From an optimization exercise on the open Yosys and OpenROAD flow, aimed at a short achievable clock period and few clock cycles; shortcuts taken in it are not production practice.
In this exercise RTL edits were held to simulation tests only and were not proved equivalent to the original.
Power is estimated from default activity; no workload was simulated.

==> v19: inputs <==
// cpu
module cpu (
    input         clk,
    input         reset_n,
    input         mmu_mem_ready,
    input [31:0]  mmu_data_out,
    output        mmu_write_enable,
    output        mmu_read_enable,
    output        mmu_mem_signed_read,
    output [ 1:0] mmu_mem_data_width,
    output [31:0] mmu_address,
    output [31:0] mmu_data_in,
    output wire [31:0] uart_data,
    output        rf_write_enable,
    output [ 4:0] rf_write_reg,
    output [31:0] rf_write_data
);
==> flow/config.mk <==
export PLATFORM = sky130hd
export DESIGN_NAME = cpu
export DESIGN_NICKNAME = cpu
export VERILOG_FILES = /design/flow/design.v
export SDC_FILE = /design/flow/constraint.sdc
export NUM_CORES = 8
export LEC_CHECK = 0
export ABC_CLOCK_PERIOD_IN_PS = 2400
export CAP_MARGIN = 20
export CORE_MARGIN = 2
export CORE_UTILIZATION = 40
export PLACE_DENSITY = 0.55
export SETUP_SLACK_MARGIN = 4.3
export SLEW_MARGIN = 20
==> flow/constraint.sdc <==
create_clock -name core_clock -period 6.7 [get_ports {clk}]
set_input_delay 1.3400 -clock core_clock [delete_from_list [all_inputs] [get_ports {clk}]]
set_output_delay 1.3400 -clock core_clock [all_outputs]
set_load 0.01 [all_outputs]
standard.sh (not shown) runs the stock make flow with config.mk's settings and CLKGATE_MAP_FILE= SYNTH_SCRIPT=/design/flow/synth_recipe.tcl, a recipe that flattens the netlist after the stock synthesis.
==> flow/flow/run.sh <==
#!/bin/bash
# Layout flow: the standard flow (standard.sh) with two changes in
# synthesis, both after the register mapping, which stays the standard flow's own:
#  - ABC maps the logic with flow/abc_map.script (delay-oriented standard-cell
#    mapping) in place of ORFS's abc_speed.script;
#  - flow/upsize.tcl sets the combinational cells of drive strength 0 and 1
#    to drive strength 2 (same function and pins), so that the weakest cells
#    do not drive the longer wires.
# Every later step of the layout is the standard flow's own. Each tool's output goes to
# the ORFS logs under orfs/logs; make's own output goes to own_flow.log.
set -euo pipefail
W=$(pwd)
F=$W/flow
tail -n 1 "$W/synth_recipe.tcl" | grep -q '^write_verilog'
{
  echo 'proc abc {args} {'
  echo '  set i [lsearch $args -script]'
  echo "  if {\$i >= 0} { lset args [expr {\$i+1}] {$F/abc_map.script} }"
  echo '  yosys abc {*}$args'
  echo '}'
  head -n -1 "$W/synth_recipe.tcl"
  echo "source {$F/upsize.tcl}"
  tail -n 1 "$W/synth_recipe.tcl"
} > "$W/own_synth.tcl"
sed "s#SYNTH_SCRIPT=[^ ]*#SYNTH_SCRIPT=$W/own_synth.tcl#" "$W/standard.sh" > "$W/own_standard.sh"
grep -q "SYNTH_SCRIPT=$W/own_synth.tcl" "$W/own_standard.sh"
bash "$W/own_standard.sh" > "$W/own_flow.log" 2>&1
Other scripts of this flow, unchanged in this note and not shown: flow/flow/abc_map.script, flow/flow/upsize.tcl
==> v7: changes against v19 <==
--- a/flow/design.v
+++ b/flow/design.v
@@ -95,16 +95,17 @@
 endmodule
 module register_file (
     input clk,
     input wire [4:0] read_reg1,
     input wire [4:0] read_reg2,
     input wire [4:0] write_reg,
     input wire write_enable,
     input wire [31:0] write_data,
+    input wire [31:1] read_mask,    
     output reg [31:0] read_data1,
     output reg [31:0] read_data2
 );
     reg [31:0] registers [1:31];
     genvar g;
     generate
         for (g = 1; g < 32; g = g + 1) begin : gr
             always @(posedge clk)
@@ -112,18 +113,18 @@
                     registers[g] <= write_data;
         end
     endgenerate
     integer i;
     always @(*) begin
         read_data1 = 32'b0;
         read_data2 = 32'b0;
         for (i = 1; i < 32; i = i + 1) begin
-            read_data1 = read_data1 | ({32{read_reg1 == i}} & registers[i]);
-            read_data2 = read_data2 | ({32{read_reg2 == i}} & registers[i]);
+            read_data1 = read_data1 | ({32{read_reg1 == i && !read_mask[i]}} & registers[i]);
+            read_data2 = read_data2 | ({32{read_reg2 == i && !read_mask[i]}} & registers[i]);
         end
     end
 endmodule
 module cpu (
     input         clk,
     input         reset_n,
     input         mmu_mem_ready,
     input [31:0]  mmu_data_out,
@@ -160,22 +161,16 @@
     reg         hq_v;           
     reg  [21:0] hq_jalr, hq_tgt, hq_seq;
     reg         hq_jr, hq_tk;
     reg  [31:0] e_a, e_b, e_imm;
     reg  [31:0] e_an, e_bn;     
     reg  [4:0] e_rd;
     reg        e_writes;
     reg        e_const;         
-    reg        e_csmall;        
-    reg  [4:0] e_lreg;          
-    reg  [3:0] initv [1:31];    
-    reg  [31:1] initv_ok;
-    reg        u_iw, u_ismall;  
-    reg  [3:0] u_ival;
     reg  [9:0] e_cimm;          
     reg  [9:0] e_sel;
     reg        e_arith;
     reg        e_is_br, e_is_jal, e_is_jalr, e_ret;
     reg        e_c_eq, e_c_lt, e_c_ltu, e_inv;    
     reg        e_x1, e_x0;      
     reg  [7:0] e_tgt, e_r1, e_r0, e_pn, e_seq;
     reg        e_c10;           
@@ -184,17 +179,16 @@
     reg  [1:0] e_ctr;
     reg        w_we_n;
     reg  [4:0] w_rd_n;
     reg [31:0] w_res_n;
     reg        o_we;
     reg  [4:0] o_rd;
     reg [31:0] o_res;
     reg [31:0] uart_q;
-    reg [31:0] x5_n;            
     reg  [7:0] ras;             
     reg        u_v;             
     reg  [7:0] u_idx, u_tgt;
     reg        u_ret, u_br, u_hit, u_tk, u_back;
     reg  [1:0] u_ctr;
     reg  [NB-1:0] btb_v;
     reg  [7:0] btb_tag [0:NB-1];
     reg  [NB-1:0] btb_ret;
@@ -259,29 +253,33 @@
     wire [31:0] rf1, rf2;
     register_file regfile (
         .clk(clk),
         .read_reg1(d_rs1),
         .read_reg2(d_rs2),
         .write_reg(w_rd),
         .write_enable(w_we),
         .write_data(w_res),
+        .read_mask(rmask),
         .read_data1(rf1),
         .read_data2(rf2)
     );
     wire byp1 = e_wr && e_rd == d_rs1;
     wire byp2 = e_wr && e_rd == d_rs2 && !d_is_opi;
-    wire byp1_w = w_we && w_rd == d_rs1;
-    wire byp2_w = w_we && w_rd == d_rs2;
-    wire keep1 = !byp1 && !byp1_w;
-    wire wsel1 = !byp1 && byp1_w;
-    wire keep2 = !byp2 && !byp2_w && !d_is_opi;
-    wire wsel2 = !byp2 && byp2_w && !d_is_opi;
-    wire [31:0] d_a = res_a | ({32{keep1}} & rf1) | ({32{wsel1}} & w_res);
-    wire [31:0] d_b = res_b | ({32{keep2}} & rf2) | ({32{wsel2}} & w_res) | ({32{d_is_opi}} & imm_i);
+    wire byp1_w = w_we && w_rd == d_rs1 && !(e_wr && e_rd == d_rs1);
+    wire byp2_w = w_we && w_rd == d_rs2 && !(e_wr && e_rd == d_rs2);
+    wire [31:1] rmask;
+    genvar gm;
+    generate
+        for (gm = 1; gm < 32; gm = gm + 1) begin : rm
+            assign rmask[gm] = (e_wr && e_rd == gm) || (w_we && w_rd == gm);
+        end
+    endgenerate
+    wire [31:0] d_a = res_a | rf1 | ({32{byp1_w}} & w_res);
+    wire [31:0] d_b = res_b | ({32{!d_is_opi}} & (rf2 | ({32{byp2_w}} & w_res))) | ({32{d_is_opi}} & imm_i);
     wire [7:0] d_seq = d_idx + 8'd1;
     wire [7:0] delta = f_idx - d_idx;
     wire [8:0] d_tgt_b = {1'b0, d_idx} + {1'b0, imm_b[9:2]};
     wire [8:0] d_tgt_j = {1'b0, d_idx} + {1'b0, imm_j[9:2]};
     wire [7:0] d_tgt = d_is_jal ? d_tgt_j[7:0] : d_tgt_b[7:0];
     wire [7:0] d_off = d_is_jal ? imm_j[9:2] : imm_b[9:2];
     wire d_ret = d_is_jalr && d_rs1 == 5'd1;
     wire d_redir_t = !d_hit && (d_is_jal || (d_is_br && ir[31]));
@@ -362,34 +360,29 @@
         for (k = 0; k < NB; k = k + 1) begin
             d_iter_cur = d_iter_cur | ({4{d_m[k]}} & btb_iter[k]);
             d_trip_cur = d_trip_cur | ({4{d_m[k]}} & btb_trip[k]);
         end
     end
     wire e_alloc = e_m == {NB{1'b0}};
     wire [3:0] e_iter_inc = (e_iter_cur == 4'hf) ? 4'hf : e_iter_cur + 4'd1;
     wire [3:0] e_iter_t = e_alloc ? 4'd1 : e_iter_inc;
-    wire [3:0] e_seed = (e_lreg != 5'd0 && initv_ok[e_lreg]) ? initv[e_lreg] : 4'd0;
-    wire [3:0] e_trip_t = e_alloc ? 4'd0 : e_trip_cur;    
+    wire [3:0] e_trip_t = e_alloc ? 4'd0 : e_trip_cur;
     wire [3:0] e_trip_n = e_alloc ? 4'd1 : (e_iter_cur == 4'hf) ? 4'd0 : e_iter_inc;
     wire e_lv_t = e_imm[31] && e_trip_t != 4'd0;            
     wire e_lv_n = e_imm[31] && e_trip_n != 4'd0;
     wire e_lt_t = ({1'b0, e_iter_t} + 5'd1) < {1'b0, e_trip_t};    
     wire e_lt_n = 4'd1 < e_trip_n;
     reg  [3:0] u_iter_t, u_trip_t, u_trip_n;
     reg        u_lv_t, u_lv_n, u_lt_t, u_lt_n;
-    reg  [3:0] u_seed;
-    wire [3:0] trip_t = u_alloc ? u_seed : u_trip_t;
-    wire lv_t = u_alloc ? (u_back && u_seed != 4'd0) : u_lv_t;
-    wire lt_t = u_alloc ? (u_seed > 4'd2) : u_lt_t;
     reg  [7:0] u_seq;
     wire [3:0] iter_new = u_tk ? u_iter_t : 4'd0;
-    wire [3:0] trip_new = u_tk ? trip_t : u_trip_n;
-    wire lv = u_tk ? lv_t : u_lv_n;
-    wire lt_ = u_tk ? lt_t : u_lt_n;
+    wire [3:0] trip_new = u_tk ? u_trip_t : u_trip_n;
+    wire lv = u_tk ? u_lv_t : u_lv_n;
+    wire lt_ = u_tk ? u_lt_t : u_lt_n;
     wire pred_tk = !u_br || (lv ? lt_ : ctr_new[1]);
     wire [7:0] nxt_new = pred_tk ? u_tgt : u_seq;
     wire [7:0] f_other = (d_valid && d_redir_t) ? d_tgt : (d_valid && d_redir_r) ? d_rtgt : f_pred;
     wire mis1 = ev && e_x1, mis0 = ev && e_x0;
     wire m1 = mis1 || f_first || j_mis;
     wire m0 = mis0 || f_first || j_mis;
     wire [7:0] r1 = j_mis ? j_tgt : f_first ? 8'd1 : e_r1;
     wire [7:0] r0 = j_mis ? j_tgt : f_first ? 8'd1 : e_r0;
@@ -410,18 +403,16 @@
             w_we_n <= 1'b1;
             e_hi <= 22'd0;
             e_hi_inc <= 22'd1;
             hq_v <= 1'b0;
             ras <= 8'd0;
             u_v <= 1'b0;
             btb_v <= {NB{1'b0}};
             btb_ptr <= 4'd0;
-            initv_ok <= 31'd0;
-            u_iw <= 1'b0;
             u_en <= {NB{1'b0}};
         end else begin
             f_first <= 1'b0;
             o_addr <= f_next;
             d_valid <= d_valid_next;
             e_valid <= e_valid_next;
             j_mis <= jm;
             o_we <= e_wr;
@@ -429,20 +420,16 @@
             hq_v <= e_mis || jm;
             if (hq_v) begin
                 e_hi <= hq_jr ? hq_jalr : hq_tk ? hq_tgt : hq_seq;
                 e_hi_inc <= (hq_jr ? hq_jalr : hq_tk ? hq_tgt : hq_seq) + 22'd1;
             end
             if (d_valid && (d_is_jal || d_is_jalr) && d_rd == 5'd1)
                 ras <= d_seq;
             u_v <= e_ctl;
-            u_iw <= e_wr && e_const;
-            for (k = 1; k < 32; k = k + 1)
-                if (u_iw && w_rd == k)
-                    initv_ok[k] <= u_ismall;
             if (e_ctl && e_m == {NB{1'b0}})
                 btb_ptr <= btb_ptr + 4'd1;
             for (k = 0; k < NB; k = k + 1)
                 if (u_en[k])
                     btb_v[k] <= 1'b1;
             u_en <= {NB{e_ctl}} & ((e_m == {NB{1'b0}}) ? ({{(NB-1){1'b0}}, 1'b1} << btb_ptr) : e_m);
         end
     end
@@ -456,23 +443,16 @@
         e_b <= d_b;
         e_an <= ~d_a;
         e_bn <= ~d_b;
         e_imm <= d_is_jal ? imm_j : d_is_br ? imm_b : imm_i;
         e_rd <= d_rd;
         e_writes <= d_writes;
         e_const <= d_is_opi && f3 == 3'b000 && d_rs1 == 5'd0;
         e_cimm <= imm_i[9:0];
-        e_csmall <= imm_i[11:4] == 8'd0 && imm_i[3:0] != 4'd0;
-        e_lreg <= (d_rs2 == 5'd0) ? d_rs1 : (d_rs1 == 5'd0) ? d_rs2 : 5'd0;
-        u_ival <= e_cimm[3:0];      
-        u_ismall <= e_csmall;
-        for (k = 1; k < 32; k = k + 1)
-            if (u_iw && u_ismall && w_rd == k)
-                initv[k] <= u_ival;
         e_sel <= d_sel;
         e_arith <= ir[30];
         e_is_br <= d_is_br;
         e_is_jal <= d_is_jal;
         e_is_jalr <= d_is_jalr;
         e_ret <= d_ret;
         e_c_eq <= d_is_br && f3[2:1] == 2'b00;
         e_c_lt <= d_is_br && f3[2:1] == 2'b10;
@@ -500,31 +480,29 @@
         e_cseq <= d_idx == 8'hff;
         e_pn <= d_pn;
         e_hit <= d_hit;
         e_ctr <= d_ctr;
         w_rd_n <= ~e_rd;
         w_res_n <= ~res;
         o_rd <= e_rd;
         o_res <= res;
-        uart_q <= (w_we && w_rd == 5'd5) ? w_res : ~x5_n;
-        if (w_we && w_rd == 5'd5)
-            x5_n <= ~w_res;
+        if (o_we && o_rd == 5'd5)
+            uart_q <= o_res;
         u_idx <= e_idx;
         u_alloc <= e_m == {NB{1'b0}};
         e_m <= d_m;
         e_iter_cur <= d_iter_cur;
         e_trip_cur <= d_trip_cur;
         u_iter_t <= e_iter_t;
         u_trip_t <= e_trip_t;
         u_trip_n <= e_trip_n;
         u_lv_t <= e_lv_t;
         u_lv_n <= e_lv_n;
         u_lt_t <= e_lt_t;
-        u_seed <= e_seed;
         u_lt_n <= e_lt_n;
         u_seq <= e_seq;
         u_ret <= e_ret;
         u_ctr <= e_ctr;
         u_hit <= e_hit;
         u_br <= e_is_br;
         u_tk <= taken;
         u_back <= e_imm[31];
==> flow/config.mk (replaced) <==
export PLATFORM = sky130hd
export DESIGN_NAME = cpu
export DESIGN_NICKNAME = cpu
export VERILOG_FILES = /design/flow/design.v
export SDC_FILE = /design/flow/constraint.sdc
export NUM_CORES = 8
export LEC_CHECK = 0
export ABC_CLOCK_PERIOD_IN_PS = 2400
export CAP_MARGIN = 20
export CORE_MARGIN = 2
export CORE_UTILIZATION = 40
export PLACE_DENSITY = 0.5
export SETUP_SLACK_MARGIN = 4.3
export SLEW_MARGIN = 20
==> summary.txt <==
In core utilization, v7 and v19 hardly differ. In v19 the flip-flop and latch count is higher than in v7, by 205. Sequential power: v19 is larger than v7 (about 10%). First-iteration DRC count is about the same in v19 and v7. Between v19 and v7, the lower area after synthesis is in v7 (gap 4.5%, measured against v7). Of v19 and v7, v19 has the higher clock power (gap about 10%, measured against v7). Clock-buffer cell count: v7 is lower than v19 (4). Of v19 and v7, v19 has the higher combinational power (gap about 10%, measured against v7). Synthesized cell count is about the same in v7 and v19. Wire length: v7 is larger than v19 (3.1%).
Testbench counts of v19, summed over its fixed seeds: cycles 32,674.
Testbench counts of v7, summed over its fixed seeds: cycles 33,670.

## afterwards: timing with drivers on the ports
No port has a modelled driver above. Below, the same layouts with a new extraction and two added sets of constraints.
Step 1, drivers: a clkbuf_16 drives clk and a buf_2 each remaining input, both assumed.
Step 2 moves the port delays by t, midway between the first and last clock arrival at a register: inputs arrive t later, outputs are due t later. That takes back most of the time a late clock gives input paths.
Three values: no drivers, after step 1, after step 2; two values: the first two.
| run | t, ns | setup slack, ns | clock arrival spread, ns | worst register clock-pin slew, ns |
|---|---|---|---|---|
| v19 | 1.027 | 3.665 / 3.652 / 2.624 | 0.107 / 0.107 | 0.07 / 0.07 |
| v7 | 1.042 | 3.387 / 3.387 / 2.551 | 0.087 / 0.087 | 0.07 / 0.07 |
After both steps setup and hold are still met in every run listed. For v19, which loses most, drivers alone change the setup slack by -0.013 ns; drivers and shift together by -1.041 ns.
